What follows belongs to an exercise in optimizing a design on an open flow for small area, a short achievable clock period and few clock cycles; a production flow would make more cautious choices.
RTL that was checked went through simulation tests only; none was proved equivalent to the original.
The clock input has no modelled driver; a real chip could not lean on it and would need a root buffer or a full tree.
Power is estimated from default activity; no workload was simulated.

Setup of v6:
// lab7
module lab7(X,Y,z,clk,reset,start,done);
input [15:0]X;
input [15:0]Y;
output [47:0]z;
input clk,reset;
input start;
output reg done;
reg [15:0] a;
reg [15:0] b;
always @(posedge clk)
begin
	if (start)
	begin
		a <= X;
		b <= Y;
	end
	done <= start & ~reset;
end
genvar i, j;
generate
	for (i = 0; i < 4; i = i + 1) begin : row
		for (j = 0; j < 4; j = j + 1) begin : col
			assign z[3*(4*i+j) +: 3] = {2'b00, a[4*i+0] & b[4*0+j]}
			                         + {2'b00, a[4*i+1] & b[4*1+j]}
			                         + {2'b00, a[4*i+2] & b[4*2+j]}
			                         + {2'b00, a[4*i+3] & b[4*3+j]};
		end
	end
endgenerate
endmodule
Settings: LEC_CHECK=0, CAP_MARGIN=20, CORE_MARGIN=2, CORE_UTILIZATION=40, SETUP_SLACK_MARGIN=1.5, SLEW_MARGIN=20; clock period 4.0 ns.
run.sh (not shown) runs the stock make flow with config.mk's settings and CLKGATE_MAP_FILE= SYNTH_SCRIPT=/design/flow/synth_recipe.tcl, a recipe that flattens the netlist after the stock synthesis.
Looking at the reports, v6 completed the entire flow and the layout it produced met the timing, design-rule and antenna checks.
Testbench counts of v6, summed over its fixed seeds: cycles 2,400.
Setup changes, v6 to v7
-- flow/config.mk --
<<< v6, line 11
export SETUP_SLACK_MARGIN = 1.5
>>> v7, line 11
--- outcome ---
For v6, the commonest non-fill, non-tap cell in the layout was sky130_fd_sc_hd__buf_6, unlike v7, where it was sky130_fd_sc_hd__clkdlybuf4s50_1. Cell-internal power ends up lower on v7. Going from v6 to v7, fmax now sits lower, proportion of cell area occupied by registers +5.5 points, worst setup slack has decreased.


Another version of the RTL of lab7 (not shown whole).
For scale: about 250 cells after synthesis, ~84 I/O pins.
==> flow/config.mk <==
export PLATFORM = sky130hd
export DESIGN_NAME = lab7
export DESIGN_NICKNAME = lab7
export VERILOG_FILES = /design/flow/design.v
export SDC_FILE = /design/flow/constraint.sdc
export NUM_CORES = 4
export LEC_CHECK = 0
export CAP_MARGIN = 20
export CORE_MARGIN = 2
export CORE_UTILIZATION = 40
export SLEW_MARGIN = 20
==> flow/constraint.sdc <==
create_clock -name core_clock -period 4.0 [get_ports {clk}]
set_input_delay 0.8000 -clock core_clock [delete_from_list [all_inputs] [get_ports {clk}]]
set_output_delay 0.8000 -clock core_clock [all_outputs]
set_load 0.01 [all_outputs]
standard.sh (not shown) runs the stock make flow with config.mk's settings and CLKGATE_MAP_FILE= SYNTH_SCRIPT=/design/flow/synth_recipe.tcl, a recipe that flattens the netlist after the stock synthesis.
==> flow/flow/run.sh <==
#!/bin/bash
# The standard layout (bash standard.sh) with two changes:
#  - the ports get buf_1 buffers instead of the delay buffer buffer_ports picks by default;
#  - the clock tree is a single strong buffer driving every flip-flop (see pre_cts.tcl),
#    instead of TritonCTS's two-level tree.
set -euo pipefail
here="$(pwd)"
export BUFFER_PORTS_ARGS="-buffer_cell sky130_fd_sc_hd__buf_1"
export PRE_CTS_TCL="$here/flow/pre_cts.tcl"
bash standard.sh > "$here/standard_flow.log" 2>&1
==> flow/flow/pre_cts.tcl <==
# Sourced by ORFS's cts.tcl before clock_tree_synthesis. The design has only a few
# dozen flip-flops, so one strong buffer drives all of them: clk -> buffer -> every
# flip-flop clock pin. This replaces clock_tree_synthesis for this step; the rest of
# cts.tcl (placement legalisation, timing repair) runs as usual.
proc single_buffer_clock { buf_master_name } {
  set block [ord::get_db_block]
  set db [ord::get_db]
  set master [$db findMaster $buf_master_name]
  set clk_net [$block findNet clk]
  set sinks {}
  set sx 0
  set sy 0
  foreach it [$clk_net getITerms] {
    lappend sinks $it
    set bb [[$it getInst] getBBox]
    set sx [expr {$sx + ([$bb xMin] + [$bb xMax]) / 2}]
    set sy [expr {$sy + ([$bb yMin] + [$bb yMax]) / 2}]
  }
  set n [llength $sinks]
  set buf [odb::dbInst_create $block $master clkbuf_root]
  set new_net [odb::dbNet_create $block clknet_root]
  $new_net setSigType CLOCK
  $clk_net setSigType CLOCK
  foreach it $sinks {
    $it disconnect
    $it connect $new_net
  }
  [$buf findITerm A] connect $clk_net
  [$buf findITerm X] connect $new_net
  $buf setLocation [expr {$sx / $n}] [expr {$sy / $n}]
  $buf setPlacementStatus PLACED
  puts "single_buffer_clock: $n clock sinks driven by one $buf_master_name"
}

rename clock_tree_synthesis orfs_clock_tree_synthesis
proc clock_tree_synthesis { args } {
  single_buffer_clock sky130_fd_sc_hd__buf_16
  set_propagated_clock [all_clocks]
}
Next try:
==> flow/flow/run.sh (replaced) <==
#!/bin/bash
# Standard layout, but with small buffers on the ports instead of the
# delay buffer that buffer_ports picks by default.
set -euo pipefail
export BUFFER_PORTS_ARGS="-buffer_cell sky130_fd_sc_hd__buf_1"
bash standard.sh > standard_flow.log 2>&1
removed: flow/flow/pre_cts.tcl
What happened: Synthesized area is unchanged. Routed wire length increases by 1.5%. Power climbs by 15%. Via count barely changes. Final cell count is higher by 1.8%. Global-route usage goes up by 1.0 points.
No run of this note included a check of the RTL's function; only the layout flow was run. In the first run of this note the design's own scripts or RTL, not TritonCTS, make the clock network.

port drivers added, routing unchanged:
The results above use ideal ports. As a check the final layouts listed here were re-extracted and re-timed, cells and wires unchanged. Step 1 sets driving cells, clkbuf_16 on the clock port and buf_2 on the other inputs (assumed; they add their load-dependent delay and slew). Step 2 times the ports against the registers' clock, not the clock port: input delays grow and output delays shrink by t, the midpoint of the rising clock arrivals with the driver on. Three values: no drivers, after step 1, after step 2; two values: the first two.
run | shift t [ns] | setup slack, ns | cell pins on the clock port's net
v6 | 0.304 | 1.169 / 1.144 / 1.449 | 1
v7 | 0.302 | 0.727 / 0.702 / 1.005 | 1
the first run of note 2 | 0.189 | 1.649 / 1.606 / 1.795 | 1
the second run of note 2 | 0.307 | 1.564 / 1.536 / 1.843 | 1
After both steps setup and hold are still met in every run listed.
